From an optimization exercise on the open Yosys and OpenROAD flow, aimed at small area; shortcuts taken in it are not production practice.
The RTL was checked by simulation tests, not by an equivalence proof against the original design.
Power is estimated from default activity; no workload was simulated.

==> flow/design.v <==
`timescale 1ns/1ps
module mac_mult (
	input logic [15:0] a,
	input logic [23:0] b,
	input logic [39:0] acc,
	output logic [39:0] p
);
	wire one0 = a[0] ^ 1'b0;
	wire two0 = (a[1] & ~a[0] & ~1'b0) | (~a[1] & a[0] & 1'b0);
	wire neg0 = a[1];
	wire pp0_0;
	booth_sel u_pp0_0 (one0, two0, neg0, b[0], 1'b0, pp0_0);
	wire pp0_1;
	booth_sel u_pp0_1 (one0, two0, neg0, b[1], b[0], pp0_1);
	wire pp0_2;
	booth_sel u_pp0_2 (one0, two0, neg0, b[2], b[1], pp0_2);
	wire pp0_3;
	booth_sel u_pp0_3 (one0, two0, neg0, b[3], b[2], pp0_3);
	wire pp0_4;
	booth_sel u_pp0_4 (one0, two0, neg0, b[4], b[3], pp0_4);
	wire pp0_5;
	booth_sel u_pp0_5 (one0, two0, neg0, b[5], b[4], pp0_5);
	wire pp0_6;
	booth_sel u_pp0_6 (one0, two0, neg0, b[6], b[5], pp0_6);
	wire pp0_7;
	booth_sel u_pp0_7 (one0, two0, neg0, b[7], b[6], pp0_7);
	wire pp0_8;
	booth_sel u_pp0_8 (one0, two0, neg0, b[8], b[7], pp0_8);
	wire pp0_9;
	booth_sel u_pp0_9 (one0, two0, neg0, b[9], b[8], pp0_9);
	wire pp0_10;
	booth_sel u_pp0_10 (one0, two0, neg0, b[10], b[9], pp0_10);
	wire pp0_11;
	booth_sel u_pp0_11 (one0, two0, neg0, b[11], b[10], pp0_11);
	wire pp0_12;
	booth_sel u_pp0_12 (one0, two0, neg0, b[12], b[11], pp0_12);
	wire pp0_13;
	booth_sel u_pp0_13 (one0, two0, neg0, b[13], b[12], pp0_13);
	wire pp0_14;
	booth_sel u_pp0_14 (one0, two0, neg0, b[14], b[13], pp0_14);
	wire pp0_15;
	booth_sel u_pp0_15 (one0, two0, neg0, b[15], b[14], pp0_15);
	wire pp0_16;
	booth_sel u_pp0_16 (one0, two0, neg0, b[16], b[15], pp0_16);
	wire pp0_17;
	booth_sel u_pp0_17 (one0, two0, neg0, b[17], b[16], pp0_17);
	wire pp0_18;
	booth_sel u_pp0_18 (one0, two0, neg0, b[18], b[17], pp0_18);
	wire pp0_19;
	booth_sel u_pp0_19 (one0, two0, neg0, b[19], b[18], pp0_19);
	wire pp0_20;
	booth_sel u_pp0_20 (one0, two0, neg0, b[20], b[19], pp0_20);
	wire pp0_21;
	booth_sel u_pp0_21 (one0, two0, neg0, b[21], b[20], pp0_21);
	wire pp0_22;
	booth_sel u_pp0_22 (one0, two0, neg0, b[22], b[21], pp0_22);
	wire pp0_23;
	booth_sel u_pp0_23 (one0, two0, neg0, b[23], b[22], pp0_23);
	wire pp0_24;
	booth_sel_n u_pp0_24 (one0, two0, neg0, b[23], b[23], pp0_24);
	wire one1 = a[2] ^ a[1];
	wire two1 = (a[3] & ~a[2] & ~a[1]) | (~a[3] & a[2] & a[1]);
	wire neg1 = a[3];
	wire pp1_0;
	booth_sel u_pp1_0 (one1, two1, neg1, b[0], 1'b0, pp1_0);
	wire pp1_1;
	booth_sel u_pp1_1 (one1, two1, neg1, b[1], b[0], pp1_1);
	wire pp1_2;
	booth_sel u_pp1_2 (one1, two1, neg1, b[2], b[1], pp1_2);
	wire pp1_3;
	booth_sel u_pp1_3 (one1, two1, neg1, b[3], b[2], pp1_3);
	wire pp1_4;
	booth_sel u_pp1_4 (one1, two1, neg1, b[4], b[3], pp1_4);
	wire pp1_5;
	booth_sel u_pp1_5 (one1, two1, neg1, b[5], b[4], pp1_5);
	wire pp1_6;
	booth_sel u_pp1_6 (one1, two1, neg1, b[6], b[5], pp1_6);
	wire pp1_7;
	booth_sel u_pp1_7 (one1, two1, neg1, b[7], b[6], pp1_7);
	wire pp1_8;
	booth_sel u_pp1_8 (one1, two1, neg1, b[8], b[7], pp1_8);
	wire pp1_9;
	booth_sel u_pp1_9 (one1, two1, neg1, b[9], b[8], pp1_9);
	wire pp1_10;
	booth_sel u_pp1_10 (one1, two1, neg1, b[10], b[9], pp1_10);
	wire pp1_11;
	booth_sel u_pp1_11 (one1, two1, neg1, b[11], b[10], pp1_11);
	wire pp1_12;
	booth_sel u_pp1_12 (one1, two1, neg1, b[12], b[11], pp1_12);
	wire pp1_13;
	booth_sel u_pp1_13 (one1, two1, neg1, b[13], b[12], pp1_13);
	wire pp1_14;
	booth_sel u_pp1_14 (one1, two1, neg1, b[14], b[13], pp1_14);
	wire pp1_15;
	booth_sel u_pp1_15 (one1, two1, neg1, b[15], b[14], pp1_15);
	wire pp1_16;
	booth_sel u_pp1_16 (one1, two1, neg1, b[16], b[15], pp1_16);
	wire pp1_17;
	booth_sel u_pp1_17 (one1, two1, neg1, b[17], b[16], pp1_17);
	wire pp1_18;
	booth_sel u_pp1_18 (one1, two1, neg1, b[18], b[17], pp1_18);
	wire pp1_19;
	booth_sel u_pp1_19 (one1, two1, neg1, b[19], b[18], pp1_19);
	wire pp1_20;
	booth_sel u_pp1_20 (one1, two1, neg1, b[20], b[19], pp1_20);
	wire pp1_21;
	booth_sel u_pp1_21 (one1, two1, neg1, b[21], b[20], pp1_21);
	wire pp1_22;
	booth_sel u_pp1_22 (one1, two1, neg1, b[22], b[21], pp1_22);
	wire pp1_23;
	booth_sel u_pp1_23 (one1, two1, neg1, b[23], b[22], pp1_23);
	wire pp1_24;
	booth_sel_n u_pp1_24 (one1, two1, neg1, b[23], b[23], pp1_24);
	wire one2 = a[4] ^ a[3];
	wire two2 = (a[5] & ~a[4] & ~a[3]) | (~a[5] & a[4] & a[3]);
	wire neg2 = a[5];
	wire pp2_0;
	booth_sel u_pp2_0 (one2, two2, neg2, b[0], 1'b0, pp2_0);
	wire pp2_1;
	booth_sel u_pp2_1 (one2, two2, neg2, b[1], b[0], pp2_1);
	wire pp2_2;
	booth_sel u_pp2_2 (one2, two2, neg2, b[2], b[1], pp2_2);
	wire pp2_3;
	booth_sel u_pp2_3 (one2, two2, neg2, b[3], b[2], pp2_3);
	wire pp2_4;
	booth_sel u_pp2_4 (one2, two2, neg2, b[4], b[3], pp2_4);
	wire pp2_5;
	booth_sel u_pp2_5 (one2, two2, neg2, b[5], b[4], pp2_5);
	wire pp2_6;
	booth_sel u_pp2_6 (one2, two2, neg2, b[6], b[5], pp2_6);
	wire pp2_7;
	booth_sel u_pp2_7 (one2, two2, neg2, b[7], b[6], pp2_7);
	wire pp2_8;
	booth_sel u_pp2_8 (one2, two2, neg2, b[8], b[7], pp2_8);
	wire pp2_9;
	booth_sel u_pp2_9 (one2, two2, neg2, b[9], b[8], pp2_9);
	wire pp2_10;
	booth_sel u_pp2_10 (one2, two2, neg2, b[10], b[9], pp2_10);
	wire pp2_11;
	booth_sel u_pp2_11 (one2, two2, neg2, b[11], b[10], pp2_11);
	wire pp2_12;
	booth_sel u_pp2_12 (one2, two2, neg2, b[12], b[11], pp2_12);
	wire pp2_13;
	booth_sel u_pp2_13 (one2, two2, neg2, b[13], b[12], pp2_13);
	wire pp2_14;
	booth_sel u_pp2_14 (one2, two2, neg2, b[14], b[13], pp2_14);
	wire pp2_15;
	booth_sel u_pp2_15 (one2, two2, neg2, b[15], b[14], pp2_15);
	wire pp2_16;
	booth_sel u_pp2_16 (one2, two2, neg2, b[16], b[15], pp2_16);
	wire pp2_17;
	booth_sel u_pp2_17 (one2, two2, neg2, b[17], b[16], pp2_17);
	wire pp2_18;
	booth_sel u_pp2_18 (one2, two2, neg2, b[18], b[17], pp2_18);
	wire pp2_19;
	booth_sel u_pp2_19 (one2, two2, neg2, b[19], b[18], pp2_19);
	wire pp2_20;
	booth_sel u_pp2_20 (one2, two2, neg2, b[20], b[19], pp2_20);
	wire pp2_21;
	booth_sel u_pp2_21 (one2, two2, neg2, b[21], b[20], pp2_21);
	wire pp2_22;
	booth_sel u_pp2_22 (one2, two2, neg2, b[22], b[21], pp2_22);
	wire pp2_23;
	booth_sel u_pp2_23 (one2, two2, neg2, b[23], b[22], pp2_23);
	wire pp2_24;
	booth_sel_n u_pp2_24 (one2, two2, neg2, b[23], b[23], pp2_24);
	wire one3 = a[6] ^ a[5];
	wire two3 = (a[7] & ~a[6] & ~a[5]) | (~a[7] & a[6] & a[5]);
	wire neg3 = a[7];
	wire pp3_0;
	booth_sel u_pp3_0 (one3, two3, neg3, b[0], 1'b0, pp3_0);
	wire pp3_1;
	booth_sel u_pp3_1 (one3, two3, neg3, b[1], b[0], pp3_1);
	wire pp3_2;
	booth_sel u_pp3_2 (one3, two3, neg3, b[2], b[1], pp3_2);
	wire pp3_3;
	booth_sel u_pp3_3 (one3, two3, neg3, b[3], b[2], pp3_3);
	wire pp3_4;
	booth_sel u_pp3_4 (one3, two3, neg3, b[4], b[3], pp3_4);
	wire pp3_5;
	booth_sel u_pp3_5 (one3, two3, neg3, b[5], b[4], pp3_5);
	wire pp3_6;
	booth_sel u_pp3_6 (one3, two3, neg3, b[6], b[5], pp3_6);
	wire pp3_7;
	booth_sel u_pp3_7 (one3, two3, neg3, b[7], b[6], pp3_7);
	wire pp3_8;
	booth_sel u_pp3_8 (one3, two3, neg3, b[8], b[7], pp3_8);
	wire pp3_9;
	booth_sel u_pp3_9 (one3, two3, neg3, b[9], b[8], pp3_9);
	wire pp3_10;
	booth_sel u_pp3_10 (one3, two3, neg3, b[10], b[9], pp3_10);
	wire pp3_11;
	booth_sel u_pp3_11 (one3, two3, neg3, b[11], b[10], pp3_11);
	wire pp3_12;
	booth_sel u_pp3_12 (one3, two3, neg3, b[12], b[11], pp3_12);
	wire pp3_13;
	booth_sel u_pp3_13 (one3, two3, neg3, b[13], b[12], pp3_13);
	wire pp3_14;
	booth_sel u_pp3_14 (one3, two3, neg3, b[14], b[13], pp3_14);
	wire pp3_15;
	booth_sel u_pp3_15 (one3, two3, neg3, b[15], b[14], pp3_15);
	wire pp3_16;
	booth_sel u_pp3_16 (one3, two3, neg3, b[16], b[15], pp3_16);
	wire pp3_17;
	booth_sel u_pp3_17 (one3, two3, neg3, b[17], b[16], pp3_17);
	wire pp3_18;
	booth_sel u_pp3_18 (one3, two3, neg3, b[18], b[17], pp3_18);
	wire pp3_19;
	booth_sel u_pp3_19 (one3, two3, neg3, b[19], b[18], pp3_19);
	wire pp3_20;
	booth_sel u_pp3_20 (one3, two3, neg3, b[20], b[19], pp3_20);
	wire pp3_21;
	booth_sel u_pp3_21 (one3, two3, neg3, b[21], b[20], pp3_21);
	wire pp3_22;
	booth_sel u_pp3_22 (one3, two3, neg3, b[22], b[21], pp3_22);
	wire pp3_23;
	booth_sel u_pp3_23 (one3, two3, neg3, b[23], b[22], pp3_23);
	wire pp3_24;
	booth_sel_n u_pp3_24 (one3, two3, neg3, b[23], b[23], pp3_24);
	wire one4 = a[8] ^ a[7];
	wire two4 = (a[9] & ~a[8] & ~a[7]) | (~a[9] & a[8] & a[7]);
	wire neg4 = a[9];
	wire pp4_0;
	booth_sel u_pp4_0 (one4, two4, neg4, b[0], 1'b0, pp4_0);
	wire pp4_1;
	booth_sel u_pp4_1 (one4, two4, neg4, b[1], b[0], pp4_1);
	wire pp4_2;
	booth_sel u_pp4_2 (one4, two4, neg4, b[2], b[1], pp4_2);
	wire pp4_3;
	booth_sel u_pp4_3 (one4, two4, neg4, b[3], b[2], pp4_3);
	wire pp4_4;
	booth_sel u_pp4_4 (one4, two4, neg4, b[4], b[3], pp4_4);
	wire pp4_5;
	booth_sel u_pp4_5 (one4, two4, neg4, b[5], b[4], pp4_5);
	wire pp4_6;
	booth_sel u_pp4_6 (one4, two4, neg4, b[6], b[5], pp4_6);
	wire pp4_7;
	booth_sel u_pp4_7 (one4, two4, neg4, b[7], b[6], pp4_7);
	wire pp4_8;
	booth_sel u_pp4_8 (one4, two4, neg4, b[8], b[7], pp4_8);
	wire pp4_9;
	booth_sel u_pp4_9 (one4, two4, neg4, b[9], b[8], pp4_9);
	wire pp4_10;
	booth_sel u_pp4_10 (one4, two4, neg4, b[10], b[9], pp4_10);
	wire pp4_11;
	booth_sel u_pp4_11 (one4, two4, neg4, b[11], b[10], pp4_11);
	wire pp4_12;
	booth_sel u_pp4_12 (one4, two4, neg4, b[12], b[11], pp4_12);
	wire pp4_13;
	booth_sel u_pp4_13 (one4, two4, neg4, b[13], b[12], pp4_13);
	wire pp4_14;
	booth_sel u_pp4_14 (one4, two4, neg4, b[14], b[13], pp4_14);
	wire pp4_15;
	booth_sel u_pp4_15 (one4, two4, neg4, b[15], b[14], pp4_15);
	wire pp4_16;
	booth_sel u_pp4_16 (one4, two4, neg4, b[16], b[15], pp4_16);
	wire pp4_17;
	booth_sel u_pp4_17 (one4, two4, neg4, b[17], b[16], pp4_17);
	wire pp4_18;
	booth_sel u_pp4_18 (one4, two4, neg4, b[18], b[17], pp4_18);
	wire pp4_19;
	booth_sel u_pp4_19 (one4, two4, neg4, b[19], b[18], pp4_19);
	wire pp4_20;
	booth_sel u_pp4_20 (one4, two4, neg4, b[20], b[19], pp4_20);
	wire pp4_21;
	booth_sel u_pp4_21 (one4, two4, neg4, b[21], b[20], pp4_21);
	wire pp4_22;
	booth_sel u_pp4_22 (one4, two4, neg4, b[22], b[21], pp4_22);
	wire pp4_23;
	booth_sel u_pp4_23 (one4, two4, neg4, b[23], b[22], pp4_23);
	wire pp4_24;
	booth_sel_n u_pp4_24 (one4, two4, neg4, b[23], b[23], pp4_24);
	wire one5 = a[10] ^ a[9];
	wire two5 = (a[11] & ~a[10] & ~a[9]) | (~a[11] & a[10] & a[9]);
	wire neg5 = a[11];
	wire pp5_0;
	booth_sel u_pp5_0 (one5, two5, neg5, b[0], 1'b0, pp5_0);
	wire pp5_1;
	booth_sel u_pp5_1 (one5, two5, neg5, b[1], b[0], pp5_1);
	wire pp5_2;
	booth_sel u_pp5_2 (one5, two5, neg5, b[2], b[1], pp5_2);
	wire pp5_3;
	booth_sel u_pp5_3 (one5, two5, neg5, b[3], b[2], pp5_3);
	wire pp5_4;
	booth_sel u_pp5_4 (one5, two5, neg5, b[4], b[3], pp5_4);
	wire pp5_5;
	booth_sel u_pp5_5 (one5, two5, neg5, b[5], b[4], pp5_5);
	wire pp5_6;
	booth_sel u_pp5_6 (one5, two5, neg5, b[6], b[5], pp5_6);
	wire pp5_7;
	booth_sel u_pp5_7 (one5, two5, neg5, b[7], b[6], pp5_7);
	wire pp5_8;
	booth_sel u_pp5_8 (one5, two5, neg5, b[8], b[7], pp5_8);
	wire pp5_9;
	booth_sel u_pp5_9 (one5, two5, neg5, b[9], b[8], pp5_9);
	wire pp5_10;
	booth_sel u_pp5_10 (one5, two5, neg5, b[10], b[9], pp5_10);
	wire pp5_11;
	booth_sel u_pp5_11 (one5, two5, neg5, b[11], b[10], pp5_11);
	wire pp5_12;
	booth_sel u_pp5_12 (one5, two5, neg5, b[12], b[11], pp5_12);
	wire pp5_13;
	booth_sel u_pp5_13 (one5, two5, neg5, b[13], b[12], pp5_13);
	wire pp5_14;
	booth_sel u_pp5_14 (one5, two5, neg5, b[14], b[13], pp5_14);
	wire pp5_15;
	booth_sel u_pp5_15 (one5, two5, neg5, b[15], b[14], pp5_15);
	wire pp5_16;
	booth_sel u_pp5_16 (one5, two5, neg5, b[16], b[15], pp5_16);
	wire pp5_17;
	booth_sel u_pp5_17 (one5, two5, neg5, b[17], b[16], pp5_17);
	wire pp5_18;
	booth_sel u_pp5_18 (one5, two5, neg5, b[18], b[17], pp5_18);
	wire pp5_19;
	booth_sel u_pp5_19 (one5, two5, neg5, b[19], b[18], pp5_19);
	wire pp5_20;
	booth_sel u_pp5_20 (one5, two5, neg5, b[20], b[19], pp5_20);
	wire pp5_21;
	booth_sel u_pp5_21 (one5, two5, neg5, b[21], b[20], pp5_21);
	wire pp5_22;
	booth_sel u_pp5_22 (one5, two5, neg5, b[22], b[21], pp5_22);
	wire pp5_23;
	booth_sel u_pp5_23 (one5, two5, neg5, b[23], b[22], pp5_23);
	wire pp5_24;
	booth_sel_n u_pp5_24 (one5, two5, neg5, b[23], b[23], pp5_24);
	wire one6 = a[12] ^ a[11];
	wire two6 = (a[13] & ~a[12] & ~a[11]) | (~a[13] & a[12] & a[11]);
	wire neg6 = a[13];
	wire pp6_0;
	booth_sel u_pp6_0 (one6, two6, neg6, b[0], 1'b0, pp6_0);
	wire pp6_1;
	booth_sel u_pp6_1 (one6, two6, neg6, b[1], b[0], pp6_1);
	wire pp6_2;
	booth_sel u_pp6_2 (one6, two6, neg6, b[2], b[1], pp6_2);
	wire pp6_3;
	booth_sel u_pp6_3 (one6, two6, neg6, b[3], b[2], pp6_3);
	wire pp6_4;
	booth_sel u_pp6_4 (one6, two6, neg6, b[4], b[3], pp6_4);
	wire pp6_5;
	booth_sel u_pp6_5 (one6, two6, neg6, b[5], b[4], pp6_5);
	wire pp6_6;
	booth_sel u_pp6_6 (one6, two6, neg6, b[6], b[5], pp6_6);
	wire pp6_7;
	booth_sel u_pp6_7 (one6, two6, neg6, b[7], b[6], pp6_7);
	wire pp6_8;
	booth_sel u_pp6_8 (one6, two6, neg6, b[8], b[7], pp6_8);
	wire pp6_9;
	booth_sel u_pp6_9 (one6, two6, neg6, b[9], b[8], pp6_9);
	wire pp6_10;
	booth_sel u_pp6_10 (one6, two6, neg6, b[10], b[9], pp6_10);
	wire pp6_11;
	booth_sel u_pp6_11 (one6, two6, neg6, b[11], b[10], pp6_11);
	wire pp6_12;
	booth_sel u_pp6_12 (one6, two6, neg6, b[12], b[11], pp6_12);
	wire pp6_13;
	booth_sel u_pp6_13 (one6, two6, neg6, b[13], b[12], pp6_13);
	wire pp6_14;
	booth_sel u_pp6_14 (one6, two6, neg6, b[14], b[13], pp6_14);
	wire pp6_15;
	booth_sel u_pp6_15 (one6, two6, neg6, b[15], b[14], pp6_15);
	wire pp6_16;
	booth_sel u_pp6_16 (one6, two6, neg6, b[16], b[15], pp6_16);
	wire pp6_17;
	booth_sel u_pp6_17 (one6, two6, neg6, b[17], b[16], pp6_17);
	wire pp6_18;
	booth_sel u_pp6_18 (one6, two6, neg6, b[18], b[17], pp6_18);
	wire pp6_19;
	booth_sel u_pp6_19 (one6, two6, neg6, b[19], b[18], pp6_19);
	wire pp6_20;
	booth_sel u_pp6_20 (one6, two6, neg6, b[20], b[19], pp6_20);
	wire pp6_21;
	booth_sel u_pp6_21 (one6, two6, neg6, b[21], b[20], pp6_21);
	wire pp6_22;
	booth_sel u_pp6_22 (one6, two6, neg6, b[22], b[21], pp6_22);
	wire pp6_23;
	booth_sel u_pp6_23 (one6, two6, neg6, b[23], b[22], pp6_23);
	wire pp6_24;
	booth_sel_n u_pp6_24 (one6, two6, neg6, b[23], b[23], pp6_24);
	wire one7 = a[14] ^ a[13];
	wire two7 = (a[15] & ~a[14] & ~a[13]) | (~a[15] & a[14] & a[13]);
	wire neg7 = a[15];
	wire pp7_0;
	booth_sel u_pp7_0 (one7, two7, neg7, b[0], 1'b0, pp7_0);
	wire pp7_1;
	booth_sel u_pp7_1 (one7, two7, neg7, b[1], b[0], pp7_1);
	wire pp7_2;
	booth_sel u_pp7_2 (one7, two7, neg7, b[2], b[1], pp7_2);
	wire pp7_3;
	booth_sel u_pp7_3 (one7, two7, neg7, b[3], b[2], pp7_3);
	wire pp7_4;
	booth_sel u_pp7_4 (one7, two7, neg7, b[4], b[3], pp7_4);
	wire pp7_5;
	booth_sel u_pp7_5 (one7, two7, neg7, b[5], b[4], pp7_5);
	wire pp7_6;
	booth_sel u_pp7_6 (one7, two7, neg7, b[6], b[5], pp7_6);
	wire pp7_7;
	booth_sel u_pp7_7 (one7, two7, neg7, b[7], b[6], pp7_7);
	wire pp7_8;
	booth_sel u_pp7_8 (one7, two7, neg7, b[8], b[7], pp7_8);
	wire pp7_9;
	booth_sel u_pp7_9 (one7, two7, neg7, b[9], b[8], pp7_9);
	wire pp7_10;
	booth_sel u_pp7_10 (one7, two7, neg7, b[10], b[9], pp7_10);
	wire pp7_11;
	booth_sel u_pp7_11 (one7, two7, neg7, b[11], b[10], pp7_11);
	wire pp7_12;
	booth_sel u_pp7_12 (one7, two7, neg7, b[12], b[11], pp7_12);
	wire pp7_13;
	booth_sel u_pp7_13 (one7, two7, neg7, b[13], b[12], pp7_13);
	wire pp7_14;
	booth_sel u_pp7_14 (one7, two7, neg7, b[14], b[13], pp7_14);
	wire pp7_15;
	booth_sel u_pp7_15 (one7, two7, neg7, b[15], b[14], pp7_15);
	wire pp7_16;
	booth_sel u_pp7_16 (one7, two7, neg7, b[16], b[15], pp7_16);
	wire pp7_17;
	booth_sel u_pp7_17 (one7, two7, neg7, b[17], b[16], pp7_17);
	wire pp7_18;
	booth_sel u_pp7_18 (one7, two7, neg7, b[18], b[17], pp7_18);
	wire pp7_19;
	booth_sel u_pp7_19 (one7, two7, neg7, b[19], b[18], pp7_19);
	wire pp7_20;
	booth_sel u_pp7_20 (one7, two7, neg7, b[20], b[19], pp7_20);
	wire pp7_21;
	booth_sel u_pp7_21 (one7, two7, neg7, b[21], b[20], pp7_21);
	wire pp7_22;
	booth_sel u_pp7_22 (one7, two7, neg7, b[22], b[21], pp7_22);
	wire pp7_23;
	booth_sel u_pp7_23 (one7, two7, neg7, b[23], b[22], pp7_23);
	wire pp7_24;
	booth_sel_n u_pp7_24 (one7, two7, neg7, b[23], b[23], pp7_24);
	wire hs0, hc0;
	ha_cell u_hs0 (acc[14], neg7, hs0, hc0);
	wire hs1, hc1;
	ha_cell u_hs1 (acc[15], pp0_15, hs1, hc1);
	wire hs2, hc2;
	ha_cell u_hs2 (acc[16], pp0_16, hs2, hc2);
	wire hs3, hc3;
	ha_cell u_hs3 (acc[17], pp0_17, hs3, hc3);
	wire hs4, hc4;
	ha_cell u_hs4 (acc[18], pp0_18, hs4, hc4);
	wire hs5, hc5;
	ha_cell u_hs5 (acc[19], pp0_19, hs5, hc5);
	wire hs6, hc6;
	ha_cell u_hs6 (acc[20], pp0_20, hs6, hc6);
	wire hs7, hc7;
	ha_cell u_hs7 (acc[21], pp0_21, hs7, hc7);
	wire hs8, hc8;
	ha_cell u_hs8 (acc[22], pp0_22, hs8, hc8);
	wire hs9, hc9;
	ha_cell u_hs9 (acc[23], pp0_23, hs9, hc9);
	wire s0, c0;
	fa_cell u_s0 (acc[24], 1'b1, pp0_24, s0, c0);
	wire hs10, hc10;
	ha_cell u_hs10 (acc[25], 1'b1, hs10, hc10);
	wire hs11, hc11;
	ha_cell u_hs11 (acc[8], neg4, hs11, hc11);
	wire hs12, hc12;
	ha_cell u_hs12 (acc[9], pp0_9, hs12, hc12);
	wire s1, c1;
	fa_cell u_s1 (acc[10], neg5, pp0_10, s1, c1);
	wire hs13, hc13;
	ha_cell u_hs13 (pp1_8, pp2_6, hs13, hc13);
	wire s2, c2;
	fa_cell u_s2 (acc[11], pp0_11, pp1_9, s2, c2);
	wire hs14, hc14;
	ha_cell u_hs14 (pp2_7, pp3_5, hs14, hc14);
	wire s3, c3;
	fa_cell u_s3 (acc[12], neg6, pp0_12, s3, c3);
	wire s4, c4;
	fa_cell u_s4 (pp1_10, pp2_8, pp3_6, s4, c4);
	wire hs15, hc15;
	ha_cell u_hs15 (pp4_4, pp5_2, hs15, hc15);
	wire s5, c5;
	fa_cell u_s5 (acc[13], pp0_13, pp1_11, s5, c5);
	wire s6, c6;
	fa_cell u_s6 (pp2_9, pp3_7, pp4_5, s6, c6);
	wire hs16, hc16;
	ha_cell u_hs16 (pp5_3, pp6_1, hs16, hc16);
	wire s7, c7;
	fa_cell u_s7 (pp0_14, pp1_12, pp2_10, s7, c7);
	wire s8, c8;
	fa_cell u_s8 (pp3_8, pp4_6, pp5_4, s8, c8);
	wire s9, c9;
	fa_cell u_s9 (pp6_2, pp7_0, hs0, s9, c9);
	wire s10, c10;
	fa_cell u_s10 (pp1_13, pp2_11, pp3_9, s10, c10);
	wire s11, c11;
	fa_cell u_s11 (pp4_7, pp5_5, pp6_3, s11, c11);
	wire s12, c12;
	fa_cell u_s12 (pp7_1, hc0, hs1, s12, c12);
	wire s13, c13;
	fa_cell u_s13 (pp1_14, pp2_12, pp3_10, s13, c13);
	wire s14, c14;
	fa_cell u_s14 (pp4_8, pp5_6, pp6_4, s14, c14);
	wire s15, c15;
	fa_cell u_s15 (pp7_2, hc1, hs2, s15, c15);
	wire s16, c16;
	fa_cell u_s16 (pp1_15, pp2_13, pp3_11, s16, c16);
	wire s17, c17;
	fa_cell u_s17 (pp4_9, pp5_7, pp6_5, s17, c17);
	wire s18, c18;
	fa_cell u_s18 (pp7_3, hc2, hs3, s18, c18);
	wire s19, c19;
	fa_cell u_s19 (pp1_16, pp2_14, pp3_12, s19, c19);
	wire s20, c20;
	fa_cell u_s20 (pp4_10, pp5_8, pp6_6, s20, c20);
	wire s21, c21;
	fa_cell u_s21 (pp7_4, hc3, hs4, s21, c21);
	wire s22, c22;
	fa_cell u_s22 (pp1_17, pp2_15, pp3_13, s22, c22);
	wire s23, c23;
	fa_cell u_s23 (pp4_11, pp5_9, pp6_7, s23, c23);
	wire s24, c24;
	fa_cell u_s24 (pp7_5, hc4, hs5, s24, c24);
	wire s25, c25;
	fa_cell u_s25 (pp1_18, pp2_16, pp3_14, s25, c25);
	wire s26, c26;
	fa_cell u_s26 (pp4_12, pp5_10, pp6_8, s26, c26);
	wire s27, c27;
	fa_cell u_s27 (pp7_6, hc5, hs6, s27, c27);
	wire s28, c28;
	fa_cell u_s28 (pp1_19, pp2_17, pp3_15, s28, c28);
	wire s29, c29;
	fa_cell u_s29 (pp4_13, pp5_11, pp6_9, s29, c29);
	wire s30, c30;
	fa_cell u_s30 (pp7_7, hc6, hs7, s30, c30);
	wire s31, c31;
	fa_cell u_s31 (pp1_20, pp2_18, pp3_16, s31, c31);
	wire s32, c32;
	fa_cell u_s32 (pp4_14, pp5_12, pp6_10, s32, c32);
	wire s33, c33;
	fa_cell u_s33 (pp7_8, hc7, hs8, s33, c33);
	wire s34, c34;
	fa_cell u_s34 (pp1_21, pp2_19, pp3_17, s34, c34);
	wire s35, c35;
	fa_cell u_s35 (pp4_15, pp5_13, pp6_11, s35, c35);
	wire s36, c36;
	fa_cell u_s36 (pp7_9, hc8, hs9, s36, c36);
	wire s37, c37;
	fa_cell u_s37 (pp1_22, pp2_20, pp3_18, s37, c37);
	wire s38, c38;
	fa_cell u_s38 (pp4_16, pp5_14, pp6_12, s38, c38);
	wire s39, c39;
	fa_cell u_s39 (pp7_10, hc9, s0, s39, c39);
	wire s40, c40;
	fa_cell u_s40 (hs10, pp1_23, pp2_21, s40, c40);
	wire s41, c41;
	fa_cell u_s41 (pp3_19, pp4_17, pp5_15, s41, c41);
	wire s42, c42;
	fa_cell u_s42 (pp6_13, pp7_11, c0, s42, c42);
	wire s43, c43;
	fa_cell u_s43 (acc[26], hc10, pp1_24, s43, c43);
	wire s44, c44;
	fa_cell u_s44 (pp2_22, pp3_20, pp4_18, s44, c44);
	wire s45, c45;
	fa_cell u_s45 (pp5_16, pp6_14, pp7_12, s45, c45);
	wire s46, c46;
	fa_cell u_s46 (acc[27], 1'b1, pp2_23, s46, c46);
	wire s47, c47;
	fa_cell u_s47 (pp3_21, pp4_19, pp5_17, s47, c47);
	wire hs17, hc17;
	ha_cell u_hs17 (pp6_15, pp7_13, hs17, hc17);
	wire s48, c48;
	fa_cell u_s48 (acc[28], pp2_24, pp3_22, s48, c48);
	wire s49, c49;
	fa_cell u_s49 (pp4_20, pp5_18, pp6_16, s49, c49);
	wire s50, c50;
	fa_cell u_s50 (acc[29], 1'b1, pp3_23, s50, c50);
	wire hs18, hc18;
	ha_cell u_hs18 (pp4_21, pp5_19, hs18, hc18);
	wire s51, c51;
	fa_cell u_s51 (acc[30], pp3_24, pp4_22, s51, c51);
	wire hs19, hc19;
	ha_cell u_hs19 (acc[31], 1'b1, hs19, hc19);
	wire hs20, hc20;
	ha_cell u_hs20 (acc[4], neg2, hs20, hc20);
	wire hs21, hc21;
	ha_cell u_hs21 (acc[5], pp0_5, hs21, hc21);
	wire s52, c52;
	fa_cell u_s52 (acc[6], neg3, pp0_6, s52, c52);
	wire hs22, hc22;
	ha_cell u_hs22 (pp1_4, pp2_2, hs22, hc22);
	wire s53, c53;
	fa_cell u_s53 (acc[7], pp0_7, pp1_5, s53, c53);
	wire hs23, hc23;
	ha_cell u_hs23 (pp2_3, pp3_1, hs23, hc23);
	wire s54, c54;
	fa_cell u_s54 (pp0_8, pp1_6, pp2_4, s54, c54);
	wire s55, c55;
	fa_cell u_s55 (pp3_2, pp4_0, hs11, s55, c55);
	wire s56, c56;
	fa_cell u_s56 (pp1_7, pp2_5, pp3_3, s56, c56);
	wire s57, c57;
	fa_cell u_s57 (pp4_1, hc11, hs12, s57, c57);
	wire s58, c58;
	fa_cell u_s58 (pp3_4, pp4_2, pp5_0, s58, c58);
	wire s59, c59;
	fa_cell u_s59 (hc12, hs13, s1, s59, c59);
	wire s60, c60;
	fa_cell u_s60 (pp4_3, pp5_1, hc13, s60, c60);
	wire s61, c61;
	fa_cell u_s61 (hs14, c1, s2, s61, c61);
	wire s62, c62;
	fa_cell u_s62 (pp6_0, hc14, hs15, s62, c62);
	wire s63, c63;
	fa_cell u_s63 (c2, s3, s4, s63, c63);
	wire s64, c64;
	fa_cell u_s64 (hc15, hs16, c3, s64, c64);
	wire s65, c65;
	fa_cell u_s65 (c4, s5, s6, s65, c65);
	wire s66, c66;
	fa_cell u_s66 (hc16, c5, c6, s66, c66);
	wire s67, c67;
	fa_cell u_s67 (s7, s8, s9, s67, c67);
	wire s68, c68;
	fa_cell u_s68 (c7, c8, c9, s68, c68);
	wire s69, c69;
	fa_cell u_s69 (s10, s11, s12, s69, c69);
	wire s70, c70;
	fa_cell u_s70 (c10, c11, s13, s70, c70);
	wire s71, c71;
	fa_cell u_s71 (s14, c12, s15, s71, c71);
	wire s72, c72;
	fa_cell u_s72 (c13, c14, s16, s72, c72);
	wire s73, c73;
	fa_cell u_s73 (s17, c15, s18, s73, c73);
	wire s74, c74;
	fa_cell u_s74 (c16, c17, s19, s74, c74);
	wire s75, c75;
	fa_cell u_s75 (s20, c18, s21, s75, c75);
	wire s76, c76;
	fa_cell u_s76 (c19, c20, s22, s76, c76);
	wire s77, c77;
	fa_cell u_s77 (s23, c21, s24, s77, c77);
	wire s78, c78;
	fa_cell u_s78 (c22, c23, s25, s78, c78);
	wire s79, c79;
	fa_cell u_s79 (s26, c24, s27, s79, c79);
	wire s80, c80;
	fa_cell u_s80 (c25, c26, s28, s80, c80);
	wire s81, c81;
	fa_cell u_s81 (s29, c27, s30, s81, c81);
	wire s82, c82;
	fa_cell u_s82 (c28, c29, s31, s82, c82);
	wire s83, c83;
	fa_cell u_s83 (s32, c30, s33, s83, c83);
	wire s84, c84;
	fa_cell u_s84 (c31, c32, s34, s84, c84);
	wire s85, c85;
	fa_cell u_s85 (s35, c33, s36, s85, c85);
	wire s86, c86;
	fa_cell u_s86 (c34, c35, s37, s86, c86);
	wire s87, c87;
	fa_cell u_s87 (s38, c36, s39, s87, c87);
	wire s88, c88;
	fa_cell u_s88 (c37, c38, s40, s88, c88);
	wire s89, c89;
	fa_cell u_s89 (s41, c39, s42, s89, c89);
	wire s90, c90;
	fa_cell u_s90 (c40, c41, s43, s90, c90);
	wire s91, c91;
	fa_cell u_s91 (s44, s45, c42, s91, c91);
	wire s92, c92;
	fa_cell u_s92 (hs17, c43, c44, s92, c92);
	wire s93, c93;
	fa_cell u_s93 (c45, s46, s47, s93, c93);
	wire s94, c94;
	fa_cell u_s94 (pp7_14, hc17, c46, s94, c94);
	wire s95, c95;
	fa_cell u_s95 (c47, s48, s49, s95, c95);
	wire s96, c96;
	fa_cell u_s96 (pp6_17, pp7_15, hs18, s96, c96);
	wire s97, c97;
	fa_cell u_s97 (c48, c49, s50, s97, c97);
	wire s98, c98;
	fa_cell u_s98 (pp5_20, pp6_18, pp7_16, s98, c98);
	wire s99, c99;
	fa_cell u_s99 (hc18, c50, s51, s99, c99);
	wire s100, c100;
	fa_cell u_s100 (hs19, pp4_23, pp5_21, s100, c100);
	wire s101, c101;
	fa_cell u_s101 (pp6_19, pp7_17, c51, s101, c101);
	wire s102, c102;
	fa_cell u_s102 (acc[32], hc19, pp4_24, s102, c102);
	wire s103, c103;
	fa_cell u_s103 (pp5_22, pp6_20, pp7_18, s103, c103);
	wire s104, c104;
	fa_cell u_s104 (acc[33], 1'b1, pp5_23, s104, c104);
	wire hs24, hc24;
	ha_cell u_hs24 (pp6_21, pp7_19, hs24, hc24);
	wire s105, c105;
	fa_cell u_s105 (acc[34], pp5_24, pp6_22, s105, c105);
	wire hs25, hc25;
	ha_cell u_hs25 (acc[35], 1'b1, hs25, hc25);
	wire hs26, hc26;
	ha_cell u_hs26 (acc[2], neg1, hs26, hc26);
	wire hs27, hc27;
	ha_cell u_hs27 (acc[3], pp0_3, hs27, hc27);
	wire s106, c106;
	fa_cell u_s106 (pp0_4, pp1_2, pp2_0, s106, c106);
	wire s107, c107;
	fa_cell u_s107 (pp1_3, pp2_1, hc20, s107, c107);
	wire s108, c108;
	fa_cell u_s108 (pp3_0, hc21, hs22, s108, c108);
	wire s109, c109;
	fa_cell u_s109 (hc22, hs23, c52, s109, c109);
	wire s110, c110;
	fa_cell u_s110 (hc23, c53, s54, s110, c110);
	wire s111, c111;
	fa_cell u_s111 (c54, c55, s56, s111, c111);
	wire s112, c112;
	fa_cell u_s112 (c56, s58, c57, s112, c112);
	wire s113, c113;
	fa_cell u_s113 (c58, s60, c59, s113, c113);
	wire s114, c114;
	fa_cell u_s114 (c60, s62, c61, s114, c114);
	wire s115, c115;
	fa_cell u_s115 (c62, c63, s64, s115, c115);
	wire s116, c116;
	fa_cell u_s116 (c64, c65, s66, s116, c116);
	wire s117, c117;
	fa_cell u_s117 (c66, c67, s68, s117, c117);
	wire s118, c118;
	fa_cell u_s118 (c68, s70, c69, s118, c118);
	wire s119, c119;
	fa_cell u_s119 (c70, s72, c71, s119, c119);
	wire s120, c120;
	fa_cell u_s120 (c72, s74, c73, s120, c120);
	wire s121, c121;
	fa_cell u_s121 (c74, s76, c75, s121, c121);
	wire s122, c122;
	fa_cell u_s122 (c76, s78, c77, s122, c122);
	wire s123, c123;
	fa_cell u_s123 (c78, s80, c79, s123, c123);
	wire s124, c124;
	fa_cell u_s124 (c80, s82, c81, s124, c124);
	wire s125, c125;
	fa_cell u_s125 (c82, s84, c83, s125, c125);
	wire s126, c126;
	fa_cell u_s126 (c84, s86, c85, s126, c126);
	wire s127, c127;
	fa_cell u_s127 (c86, s88, s89, s127, c127);
	wire s128, c128;
	fa_cell u_s128 (c88, s90, c89, s128, c128);
	wire s129, c129;
	fa_cell u_s129 (c90, s92, s93, s129, c129);
	wire s130, c130;
	fa_cell u_s130 (c92, c93, s94, s130, c130);
	wire s131, c131;
	fa_cell u_s131 (c94, s96, c95, s131, c131);
	wire s132, c132;
	fa_cell u_s132 (s98, c96, c97, s132, c132);
	wire s133, c133;
	fa_cell u_s133 (c98, s100, c99, s133, c133);
	wire s134, c134;
	fa_cell u_s134 (c100, s102, s103, s134, c134);
	wire s135, c135;
	fa_cell u_s135 (hs24, c102, c103, s135, c135);
	wire s136, c136;
	fa_cell u_s136 (pp7_20, hc24, c104, s136, c136);
	wire s137, c137;
	fa_cell u_s137 (hs25, pp6_23, pp7_21, s137, c137);
	wire s138, c138;
	fa_cell u_s138 (acc[36], hc25, pp6_24, s138, c138);
	wire hs28, hc28;
	ha_cell u_hs28 (acc[37], 1'b1, hs28, hc28);
	wire hs29, hc29;
	ha_cell u_hs29 (acc[0], neg0, hs29, hc29);
	wire hs30, hc30;
	ha_cell u_hs30 (acc[1], pp0_1, hs30, hc30);
	wire s139, c139;
	fa_cell u_s139 (pp0_2, pp1_0, hs26, s139, c139);
	wire s140, c140;
	fa_cell u_s140 (pp1_1, hc26, hs27, s140, c140);
	wire s141, c141;
	fa_cell u_s141 (hs20, hc27, s106, s141, c141);
	wire s142, c142;
	fa_cell u_s142 (hs21, c106, s107, s142, c142);
	wire s143, c143;
	fa_cell u_s143 (c107, s52, s108, s143, c143);
	wire s144, c144;
	fa_cell u_s144 (s53, c108, s109, s144, c144);
	wire s145, c145;
	fa_cell u_s145 (s55, c109, s110, s145, c145);
	wire s146, c146;
	fa_cell u_s146 (s57, c110, s111, s146, c146);
	wire s147, c147;
	fa_cell u_s147 (c111, s59, s112, s147, c147);
	wire s148, c148;
	fa_cell u_s148 (s61, c112, s113, s148, c148);
	wire s149, c149;
	fa_cell u_s149 (s63, c113, s114, s149, c149);
	wire s150, c150;
	fa_cell u_s150 (s65, c114, s115, s150, c150);
	wire s151, c151;
	fa_cell u_s151 (s67, c115, s116, s151, c151);
	wire s152, c152;
	fa_cell u_s152 (c116, s69, s117, s152, c152);
	wire s153, c153;
	fa_cell u_s153 (s71, c117, s118, s153, c153);
	wire s154, c154;
	fa_cell u_s154 (s73, c118, s119, s154, c154);
	wire s155, c155;
	fa_cell u_s155 (s75, c119, s120, s155, c155);
	wire s156, c156;
	fa_cell u_s156 (s77, c120, s121, s156, c156);
	wire s157, c157;
	fa_cell u_s157 (s79, c121, s122, s157, c157);
	wire s158, c158;
	fa_cell u_s158 (s81, c122, s123, s158, c158);
	wire s159, c159;
	fa_cell u_s159 (s83, c123, s124, s159, c159);
	wire s160, c160;
	fa_cell u_s160 (s85, c124, s125, s160, c160);
	wire s161, c161;
	fa_cell u_s161 (s87, c125, s126, s161, c161);
	wire s162, c162;
	fa_cell u_s162 (c87, c126, s127, s162, c162);
	wire s163, c163;
	fa_cell u_s163 (s91, c127, s128, s163, c163);
	wire s164, c164;
	fa_cell u_s164 (c91, s129, c128, s164, c164);
	wire s165, c165;
	fa_cell u_s165 (s95, s130, c129, s165, c165);
	wire s166, c166;
	fa_cell u_s166 (s97, c130, s131, s166, c166);
	wire s167, c167;
	fa_cell u_s167 (s99, c131, s132, s167, c167);
	wire s168, c168;
	fa_cell u_s168 (s101, c132, s133, s168, c168);
	wire s169, c169;
	fa_cell u_s169 (c101, s134, c133, s169, c169);
	wire s170, c170;
	fa_cell u_s170 (s104, c134, s135, s170, c170);
	wire s171, c171;
	fa_cell u_s171 (s105, c135, s136, s171, c171);
	wire s172, c172;
	fa_cell u_s172 (c105, s137, c136, s172, c172);
	wire s173, c173;
	fa_cell u_s173 (pp7_22, c137, s138, s173, c173);
	wire s174, c174;
	fa_cell u_s174 (hs28, pp7_23, c138, s174, c174);
	wire s175, c175;
	fa_cell u_s175 (acc[38], hc28, pp7_24, s175, c175);
	wire hs31, hc31;
	ha_cell u_hs31 (acc[39], 1'b1, hs31, hc31);
	wire hs32, hc32;
	ha_cell u_hs32 (pp0_0, hs29, hs32, hc32);
	assign p[0] = hs32;
	wire s176, c176;
	fa_cell u_s176 (hc29, hs30, hc32, s176, c176);
	assign p[1] = s176;
	wire s177, c177;
	fa_cell u_s177 (hc30, s139, c176, s177, c177);
	assign p[2] = s177;
	wire s178, c178;
	fa_cell u_s178 (c139, s140, c177, s178, c178);
	assign p[3] = s178;
	wire s179, c179;
	fa_cell u_s179 (c140, s141, c178, s179, c179);
	assign p[4] = s179;
	wire s180, c180;
	fa_cell u_s180 (c141, s142, c179, s180, c180);
	assign p[5] = s180;
	wire s181, c181;
	fa_cell u_s181 (c142, s143, c180, s181, c181);
	assign p[6] = s181;
	wire s182, c182;
	fa_cell u_s182 (c143, s144, c181, s182, c182);
	assign p[7] = s182;
	wire g8, p8;
	assign {g8, p8} = c144 + s145;
	wire g9, p9;
	assign {g9, p9} = c145 + s146;
	wire g10, p10;
	assign {g10, p10} = c146 + s147;
	wire g11, p11;
	assign {g11, p11} = c147 + s148;
	wire g12, p12;
	assign {g12, p12} = c148 + s149;
	wire g13, p13;
	assign {g13, p13} = c149 + s150;
	wire g14, p14;
	assign {g14, p14} = c150 + s151;
	wire g15, p15;
	assign {g15, p15} = c151 + s152;
	wire g16, p16;
	assign {g16, p16} = c152 + s153;
	wire g17, p17;
	assign {g17, p17} = c153 + s154;
	wire g18, p18;
	assign {g18, p18} = c154 + s155;
	wire g19, p19;
	assign {g19, p19} = c155 + s156;
	wire g20, p20;
	assign {g20, p20} = c156 + s157;
	wire g21, p21;
	assign {g21, p21} = c157 + s158;
	wire g22, p22;
	assign {g22, p22} = c158 + s159;
	wire g23, p23;
	assign {g23, p23} = c159 + s160;
	wire g24, p24;
	assign {g24, p24} = c160 + s161;
	wire g25, p25;
	assign {g25, p25} = c161 + s162;
	wire g26, p26;
	assign {g26, p26} = c162 + s163;
	wire g27, p27;
	assign {g27, p27} = c163 + s164;
	wire g28, p28;
	assign {g28, p28} = s165 + c164;
	wire g29, p29;
	assign {g29, p29} = c165 + s166;
	wire g30, p30;
	assign {g30, p30} = c166 + s167;
	wire g31, p31;
	assign {g31, p31} = c167 + s168;
	wire g32, p32;
	assign {g32, p32} = c168 + s169;
	wire g33, p33;
	assign {g33, p33} = s170 + c169;
	wire g34, p34;
	assign {g34, p34} = c170 + s171;
	wire g35, p35;
	assign {g35, p35} = c171 + s172;
	wire g36, p36;
	assign {g36, p36} = s173 + c172;
	wire g37, p37;
	assign {g37, p37} = c173 + s174;
	wire g38, p38;
	assign {g38, p38} = s175 + c174;
	wire g39, p39;
	assign {g39, p39} = hs31 + c175;
	wire G0 = g8 | (p8 & c182);
	wire P0 = p8 & 1'b0;
	wire G1 = g10 | (p10 & g9);
	wire P1 = p10 & p9;
	wire G2 = g12 | (p12 & g11);
	wire P2 = p12 & p11;
	wire G3 = g14 | (p14 & g13);
	wire P3 = p14 & p13;
	wire G4 = g16 | (p16 & g15);
	wire P4 = p16 & p15;
	wire G5 = g18 | (p18 & g17);
	wire P5 = p18 & p17;
	wire G6 = g20 | (p20 & g19);
	wire P6 = p20 & p19;
	wire G7 = g22 | (p22 & g21);
	wire P7 = p22 & p21;
	wire G8 = g24 | (p24 & g23);
	wire P8 = p24 & p23;
	wire G9 = g26 | (p26 & g25);
	wire P9 = p26 & p25;
	wire G10 = g28 | (p28 & g27);
	wire P10 = p28 & p27;
	wire G11 = g30 | (p30 & g29);
	wire P11 = p30 & p29;
	wire G12 = g32 | (p32 & g31);
	wire P12 = p32 & p31;
	wire G13 = g34 | (p34 & g33);
	wire P13 = p34 & p33;
	wire G14 = g36 | (p36 & g35);
	wire P14 = p36 & p35;
	wire G15 = g38 | (p38 & g37);
	wire P15 = p38 & p37;
	wire G16 = G1 | (P1 & G0);
	wire P16 = P1 & P0;
	wire G17 = G3 | (P3 & G2);
	wire P17 = P3 & P2;
	wire G18 = G5 | (P5 & G4);
	wire P18 = P5 & P4;
	wire G19 = G7 | (P7 & G6);
	wire P19 = P7 & P6;
	wire G20 = G9 | (P9 & G8);
	wire P20 = P9 & P8;
	wire G21 = G11 | (P11 & G10);
	wire P21 = P11 & P10;
	wire G22 = G13 | (P13 & G12);
	wire P22 = P13 & P12;
	wire G23 = G15 | (P15 & G14);
	wire P23 = P15 & P14;
	wire G24 = G17 | (P17 & G16);
	wire P24 = P17 & P16;
	wire G25 = G19 | (P19 & G18);
	wire P25 = P19 & P18;
	wire G26 = G21 | (P21 & G20);
	wire P26 = P21 & P20;
	wire G27 = G23 | (P23 & G22);
	wire P27 = P23 & P22;
	wire G28 = G25 | (P25 & G24);
	wire P28 = P25 & P24;
	wire G29 = G27 | (P27 & G26);
	wire P29 = P27 & P26;
	wire G30 = G29 | (P29 & G28);
	wire P30 = P29 & P28;
	wire G31 = G26 | (P26 & G28);
	wire P31 = P26 & P28;
	wire G32 = G18 | (P18 & G24);
	wire P32 = P18 & P24;
	wire G33 = G20 | (P20 & G28);
	wire P33 = P20 & P28;
	wire G34 = G22 | (P22 & G31);
	wire P34 = P22 & P31;
	wire G35 = G2 | (P2 & G16);
	wire P35 = P2 & P16;
	wire G36 = G4 | (P4 & G24);
	wire P36 = P4 & P24;
	wire G37 = G6 | (P6 & G32);
	wire P37 = P6 & P32;
	wire G38 = G8 | (P8 & G28);
	wire P38 = P8 & P28;
	wire G39 = G10 | (P10 & G33);
	wire P39 = P10 & P33;
	wire G40 = G12 | (P12 & G31);
	wire P40 = P12 & P31;
	wire G41 = G14 | (P14 & G34);
	wire P41 = P14 & P34;
	wire G42 = g9 | (p9 & G0);
	wire P42 = p9 & P0;
	wire G43 = g11 | (p11 & G16);
	wire P43 = p11 & P16;
	wire G44 = g13 | (p13 & G35);
	wire P44 = p13 & P35;
	wire G45 = g15 | (p15 & G24);
	wire P45 = p15 & P24;
	wire G46 = g17 | (p17 & G36);
	wire P46 = p17 & P36;
	wire G47 = g19 | (p19 & G32);
	wire P47 = p19 & P32;
	wire G48 = g21 | (p21 & G37);
	wire P48 = p21 & P37;
	wire G49 = g23 | (p23 & G28);
	wire P49 = p23 & P28;
	wire G50 = g25 | (p25 & G38);
	wire P50 = p25 & P38;
	wire G51 = g27 | (p27 & G33);
	wire P51 = p27 & P33;
	wire G52 = g29 | (p29 & G39);
	wire P52 = p29 & P39;
	wire G53 = g31 | (p31 & G31);
	wire P53 = p31 & P31;
	wire G54 = g33 | (p33 & G40);
	wire P54 = p33 & P40;
	wire G55 = g35 | (p35 & G34);
	wire P55 = p35 & P34;
	wire G56 = g37 | (p37 & G41);
	wire P56 = p37 & P41;
	wire G57 = g39 | (p39 & G30);
	wire P57 = p39 & P30;
	assign p[8] = p8 ^ c182;
	assign p[9] = p9 ^ G0;
	assign p[10] = p10 ^ G42;
	assign p[11] = p11 ^ G16;
	assign p[12] = p12 ^ G43;
	assign p[13] = p13 ^ G35;
	assign p[14] = p14 ^ G44;
	assign p[15] = p15 ^ G24;
	assign p[16] = p16 ^ G45;
	assign p[17] = p17 ^ G36;
	assign p[18] = p18 ^ G46;
	assign p[19] = p19 ^ G32;
	assign p[20] = p20 ^ G47;
	assign p[21] = p21 ^ G37;
	assign p[22] = p22 ^ G48;
	assign p[23] = p23 ^ G28;
	assign p[24] = p24 ^ G49;
	assign p[25] = p25 ^ G38;
	assign p[26] = p26 ^ G50;
	assign p[27] = p27 ^ G33;
	assign p[28] = p28 ^ G51;
	assign p[29] = p29 ^ G39;
	assign p[30] = p30 ^ G52;
	assign p[31] = p31 ^ G31;
	assign p[32] = p32 ^ G53;
	assign p[33] = p33 ^ G40;
	assign p[34] = p34 ^ G54;
	assign p[35] = p35 ^ G34;
	assign p[36] = p36 ^ G55;
	assign p[37] = p37 ^ G41;
	assign p[38] = p38 ^ G56;
	assign p[39] = p39 ^ G30;
endmodule
`timescale 1ns/1ps
module fa_cell (
	input logic a,
	input logic b,
	input logic c,
	output logic s,
	output logic co
);
	assign {co, s} = a + b + c;
endmodule
module ha_cell (
	input logic a,
	input logic b,
	output logic s,
	output logic co
);
	assign {co, s} = a + b;
endmodule
module booth_sel (
	input logic one,
	input logic two,
	input logic neg,
	input logic b0,
	input logic b1,
	output logic p
);
	assign p = ((one & b0) | (two & b1)) ^ neg;
endmodule
module booth_sel_n (
	input logic one,
	input logic two,
	input logic neg,
	input logic b0,
	input logic b1,
	output logic p
);
	assign p = ~(((one & b0) | (two & b1)) ^ neg);
endmodule
`timescale 1ns/1ps
module FIR_filter #(parameter order = 10)(
	input logic clk,
	input logic reset,
	input logic x_valid,
	input logic signed [23:0] x,
	input logic [16*order - 1:0] h,
	output logic signed [39:0] y
);
	logic [23:0] ring [0:order - 1];	 
	logic [23:0] hold;			 
	logic [3:0] age;			 
	logic pend;				 
	logic [3:0] left;			 
	logic [3:0] nvalid;			 
	logic [15:0] tap;			 
	logic [39:0] acc;
	wire ins = pend & (age == order - 1);
	wire [23:0] smp = ins ? hold : ring[order - 1];
	logic [3:0] age_n, left_n, nvalid_n, k_n;
	logic pend_n, use_n;
	always_comb begin
		if (reset) begin
			pend_n = 1'b0;
			left_n = '0;
			nvalid_n = '0;
			age_n = order - 1;
		end else begin
			age_n = (ins || age == 0) ? order - 1 : age - 4'd1;
			if (x_valid) begin
				pend_n = 1'b1;
				left_n = order;
				nvalid_n = (nvalid == order) ? nvalid : nvalid + 4'd1;
			end else begin
				pend_n = pend & ~ins;
				left_n = (left != 0) ? left - 4'd1 : left;
				nvalid_n = nvalid;
			end
		end
		k_n = (pend_n && age_n == order - 1) ? 4'd0 : pend_n ? age_n + 4'd1 : age_n;
		use_n = (left_n != 0) && (k_n < nvalid_n);
	end
	logic [15:0] tap_n;
	always_comb begin
		tap_n = '0;
		for (int j = 0; j < order; j++)
			if (use_n && k_n == j) tap_n = tap_n | h[16*j +: 16];
	end
	logic [39:0] sum;
	mac_mult u_mult (.a(tap), .b(smp), .acc(acc), .p(sum));
	always_ff @(posedge clk) begin
		ring[0] <= smp;
		for (int i = 1; i < order; i++) ring[i] <= ring[i - 1];
		if (x_valid) hold <= x;
		acc <= x_valid ? 40'd0 : sum;
		tap <= tap_n;
		pend <= pend_n;
		left <= left_n;
		nvalid <= nvalid_n;
		age <= age_n;
	end
	assign y = acc;
endmodule
==> flow/run.sh <==
#!/bin/bash
# synth_recipe.tcl (not shown) runs the flow's synth.tcl, then flattens the netlist and writes it again
# the make line also repeats each setting of config.mk as NAME=value (left out here)
make -C /OpenROAD-flow-scripts/flow DESIGN_CONFIG=/design/flow/config.mk WORK_HOME=/design/flow/orfs CLKGATE_MAP_FILE= SYNTH_SCRIPT=/design/flow/synth_recipe.tcl finish
==> flow/config.mk <==
export PLATFORM = sky130hd
export DESIGN_NAME = FIR_filter
export DESIGN_NICKNAME = FIR_filter
export VERILOG_FILES = /design/flow/design.v
export SDC_FILE = /design/flow/constraint.sdc
export NUM_CORES = 4
export LEC_CHECK = 0
export CAP_MARGIN = 20
export CORE_MARGIN = 2
export CORE_UTILIZATION = 40
export CTS_BUF_LIST = sky130_fd_sc_hd__clkbuf_4
export SLEW_MARGIN = 20
export SYNTH_HIERARCHICAL = 1
==> flow/constraint.sdc <==
create_clock -name core_clock -period 10.0 [get_ports {clk}]
set_input_delay 2.0000 -clock core_clock [delete_from_list [all_inputs] [get_ports {clk}]]
set_output_delay 2.0000 -clock core_clock [all_outputs]
set_load 0.01 [all_outputs]
==> run summary <==
power by group through the flow:
| stage | Combinational (uW) | Clock (uW) | Sequential (uW) |
|---|---|---|---|
| after global routing | 7670 | 1280 | 2040 |
| after CTS | 6870 | 1210 | 2000 |
| after detailed placement | 6830 | 0 | 2020 |
| after global placement | 6680 | 0 | 2010 |
| after floorplan | 5000 | 0 | 2050 |
| final | 6810 | 1160 | 1990 |
layer usage:
layer	up-vias	share of wire, %
li1	6368	-
met4	0	4.2
met1	6861	40
met3	110	5.2
met2	452	51
met5	-	0
final cells by class:
cell class / instances / area [um2]
fillers: 4310 / 23910
multi-input cells: 1198 / 12420
flip-flops and latches: 333 / 6915
repair buffers: 278 / 2676
clock buffers: 122 / 915.9
well taps: 615 / 769.5
clock inverters: 34 / 190.2
inverters: 38 / 142.6
diodes: 3 / 7.507
per-module statistics from Yosys, one instance, submodules excluded:
module	cells	flops+latches	cell area (um2)	copies in the design
FIR_filter	782	333	9599	1
booth_sel_n	2	0	21.27	8
mac_mult	192	0	1555	1
booth_sel	2	0	21.27	192
fa_cell	1	0	20.02	183
ha_cell	1	0	12.51	33
cells in the final DEF (no fill, tap or decap), drive strengths merged, types with 4 or more instances in the layout:
cell type / netlist / routed
nand2b: 10 / 10
edfxtp: 24 / 24
o22ai: 11 / 11
clkdlybuf4s50: 0 / 225
ha: 74 / 74
dfxtp: 309 / 309
a221oi: 10 / 10
nor2: 32 / 32
a21oi: 39 / 39
fa: 199 / 199
inv: 38 / 42
a22o: 5 / 5
a21o: 7 / 7
nand3: 16 / 16
mux2i: 8 / 8
nand4: 7 / 7
xor2: 27 / 27
clkinv: 0 / 28
nand2: 139 / 139
conb: 2 / 17
nor4: 4 / 4
mux2: 7 / 7
o211ai: 4 / 4
nand3b: 9 / 9
o21ai: 24 / 24
nor3: 15 / 15
clkbuf: 16 / 122
a22oi: 235 / 235
nor2b: 42 / 42
a211oi: 7 / 7
xnor2: 203 / 203
buf: 20 / 53
worst max path at each step:
stage,from,to,slack [ps],depth (start not counted)
2_1_floorplan,tap[3]$_DFF_P_,acc[26]$_SDFF_PP0_,1260,20
3_3_place_gp,age[1]$_DFF_P_,acc[38]$_SDFF_PP0_,1860,25
3_5_place_dp,age[0]$_DFF_P_,acc[38]$_SDFF_PP0_,1710,24
4_1_cts,age[0]$_DFF_P_,acc[38]$_SDFF_PP0_,1720,24
5_1_grt,age[1]$_DFF_P_,acc[38]$_SDFF_PP0_,1140,25
6_report,age[0]$_DFF_P_,acc[38]$_SDFF_PP0_,1690,24
worst reg2reg max path: stages (launching register included):
cell and delay [ps]:
sky130_fd_sc_hd__dfxtp_1 390, sky130_fd_sc_hd__ha_1 230, sky130_fd_sc_hd__and4b_1 630, sky130_fd_sc_hd__nand2_1 120, sky130_fd_sc_hd__nand2_1 650, sky130_fd_sc_hd__a22oi_2 180
sky130_fd_sc_hd__xnor2_1 180, sky130_fd_sc_hd__ha_1 310, sky130_fd_sc_hd__fa_1 410, sky130_fd_sc_hd__fa_1 390, sky130_fd_sc_hd__fa_1 420, sky130_fd_sc_hd__fa_1 420
sky130_fd_sc_hd__fa_1 410, sky130_fd_sc_hd__fa_1 400, sky130_fd_sc_hd__fa_1 390, sky130_fd_sc_hd__fa_1 430, sky130_fd_sc_hd__a211oi_1 240, sky130_fd_sc_hd__o21ai_1 230
sky130_fd_sc_hd__o211ai_1 400, sky130_fd_sc_hd__a21oi_1 240, sky130_fd_sc_hd__o21ai_0 320, sky130_fd_sc_hd__a32oi_1 170, sky130_fd_sc_hd__fa_1 400, sky130_fd_sc_hd__xor2_1 140
sky130_fd_sc_hd__nor2b_1 120
logic make-up after synthesis:
| logic type | after synthesis |
|---|---|
| mux | 15 |
| simple gates | 298 |
| other cells | 2 |
| flops | 333 |
| xor+xnor | 230 |
| buf+inv | 74 |
| compound gates | 365 |
| fa+ha+maj | 273 |
state kept, by name, indices dropped and copies added (netlist names):
register,cells
tap,16
left,4
age,4
hold,24
ring,240
acc,40
nvalid,4
pend,1
metrics by stage:
stage / hold slack, ps / area (um2)
floorplan: 309.6 / 19540
global placement: 309.8 / 22860
detailed placement: 312.1 / 22880
CTS: 283.1 / 23990
global route: 303.3 / 24030
finish: 276.2 / 24040
==> parameters.txt <==
Parameter                              Value

Finish
  Nets    2394
  Syn-to-layout area delta    23.36%
  Number of standard cells in the final layout excluding fillers    2621
  Layout cell share with drive strength beyond 1    22.02%
  Final core occ    50.13%

Global routing
  Antenna violations before repair    2
  Met2 track demand over resource in global routing    39.98%
  Met1 global-route usage    25.89%
  Number of global-route vias before repair    15.19k
  Total routing resource utilization after global routing    22.60%
  Global-route wire length before repair    86.24 mm
  Gr ovfl total    0
  Layer with the highest usage    met2
  Global-route track usage on met3    4.193%
  Maximum number of pins on one net before global-route repair    59

CTS
  Clock sink total    333
  Clock Tree Buf Depth    3
  Number of H-tree levels    3
  CTS tree    yes
  Cts repair resizes    0
  Count of hold buffers inserted by post-cts repair    0
  Number of buffers inserted to repair setup after CTS    0
  Cts bufs inserted    85
  Buffer cell driving the clock tree root    sky130_fd_sc_hd__clkbuf_4
  Source-to-sink clock delay at the later pin of the worst-skew pair    830 ps
  Clock slew at reported path FFs    70 ps

Yosys
  Main combinational cell family by area after synthesis    adder cells
  Syn Std Cell Area    0.01948 mm2
  Top post-synthesis cells by count    309 x sky130_fd_sc_hd__dfxtp_1, 203 x sky130_fd_sc_hd__xnor2_1, 200 x sky130_fd_sc_hd__a22oi_2
  Sequential fraction of the synthesis area    35.45%
  Proportion of synthesized area in mux cells    0.8155%
  Synth Instances    1590
  Synth area leaders    sky130_fd_sc_hd__dfxtp_1 32%, sky130_fd_sc_hd__fa_1 20%, sky130_fd_sc_hd__a22oi_2 13%, sky130_fd_sc_hd__xnor2_1 9.1%, sky130_fd_sc_hd__ha_1 4.8%
  Synthesized-area fraction occupied by ao, oa, aoi and oai cells    18.74%
  Post-synthesis adder-cell area fraction    25.20%
  Synth warn    8
  Main flop type after synthesis    sky130_fd_sc_hd__dfxtp_1
  EDFF count, synth    24
  Share of async-settable or async-resettable flops after synthesis    0%
  Xor and xnor area share after synthesis    10.34%
  Mean instance size in the synthesized netlist    12.25 um2
  Most common cell in the netlist    sky130_fd_sc_hd__dfxtp_1
  Share of the synthesized area in the top cell type    31.75%
  Leading area contributor after synthesis    sky130_fd_sc_hd__dfxtp_1
  Count of different cell masters after synthesis    73
  Post-synthesis register bit count    333
  Simple-Gate Fraction of Synth Area    7.712%

Timing
  Sum of negative setup slack    0 ps
  Setup violators final    0
  Clk_skew    86.75 ps
  Count of final hold-check violations    0
  Setup repair after global routing missed its margin    false
  Post-route clock period utilization    83.08%
  Measured slew at the worst slew-check pin    1079 ps
  Final critical path time including I/O delays and setup    8308 ps
  F_max    120.4 MHz
  Max-slew violation total from the final report    0
  Worst slew margin    27.82%
  Worst-case setup margin in the final layout    1692 ps

Setup path
  Category of the worst setup path capture point    register
  Critical path's most frequent cell    sky130_fd_sc_hd__fa_1
  Origin of the critical flop-to-flop path    age[0]$_DFF_P_
  Buffers & Inverters on Critical Path    0
  Type of origin of the critical path    register
  Crit path max fanout    17
  Cell class contributing the biggest share of worst-path delay    adder cells
  Worst stage delay on the critical path    650 ps
  Data required time of the worst path    10660 ps
  Number of cells on the worst reg-to-reg path    24
  Reg-to-reg slack, setup    1690 ps
  Type of the worst setup path    register to register
  Critical Path AT    8970 ps
  FF-to-FF End    acc[38]$_SDFF_PP0_
  Slowest cell on the critical path    sky130_fd_sc_hd__nand2_1
  CP cell instances    ha_1, and4b_1, nand2_1, nand2_1, a22oi_2, xnor2_1, ha_1, fa_1, fa_1, fa_1, fa_1, fa_1, fa_1, fa_1, fa_1, a211oi_1, o21ai_1, o211ai_1, a21oi_1, o21ai_0, a32oi_1, fa_1, xor2_1, nor2b_1

Die
  Number of top-level pins    227
  Row cnt    80
  Die Span Y    224.7 um
  Starting density of the core    40.64%
  Placeable core region    0.04795 mm2
  Die area    0.05049 mm2
  Die extent in x    224.7 um

Hold path
  Worst Hold Launch    ring[7][19]$_DFF_P_
  Hold path cells    0
  Worst Hold Endpoint    ring[8][19]$_DFF_P_
  Worst Hold Class    register to register

Drt
  Detail-routed net length per standard cell    21.14 um
  Total wire length    55.40 mm
  First-pass iteration count of the detailed router    5
  Drt initial violations    605
  Total DRC errors in the routed layout    0
  Vias per inst    5.262
  Post-detailed-route count of antenna-violating nets    0
  Vias    13.79k

Place
  Total placed cells including tap cells    2459
  IO Port Bufs    226
  Last weighted congestion value of the routability-driven placer    0.8766
  DP Wirelength    40.43 mm
  Post-placement worst setup slack    1711 ps

Power
  Sw frac    46.44%
  Sequential Power Share    20.0%
  Internal power contribution    5335 uW
  Combinational share of power    68.4%
  Largest voltage drop on the vdd net    0.3009 mV
  Static power due to leakage    0.009532 uW
  Switching power    4627 uW
  Power Total    9962 uW
  Power density of the placed cells    414.4 mW/mm2
  Share of power burned in the clock network    11.7%

Run status
  Result of the run  no timing/DRC/antenna violations

Flow run
  MaxCap Viol Count    0

==> what the ideal ports hide <==
In the flow no input, the clock included, has a driving cell. The finished layout below was timed again as built, in two steps. Step 1: set_driving_cell puts a clkbuf_16 on clk and a buf_2 on each other input, an assumption about the parent block. Step 2, shift: input delay + t, output delay - t, t = (earliest + latest rising clock arrival at the registers) / 2. This alone moves slack from input paths to output paths. Three values: ideal ports, drivers, drivers and shift; two values: the first two.
shift t [ns]: 0.846
slack for setup (ns): 1.692 / 1.692 / 1.692
worst register clock-pin slew, ns: 0.08 / 0.08
After both steps this run still meets setup and hold. The setup slack of this run moves by 0.000 ns with the drivers and by 0.000 ns with both steps.
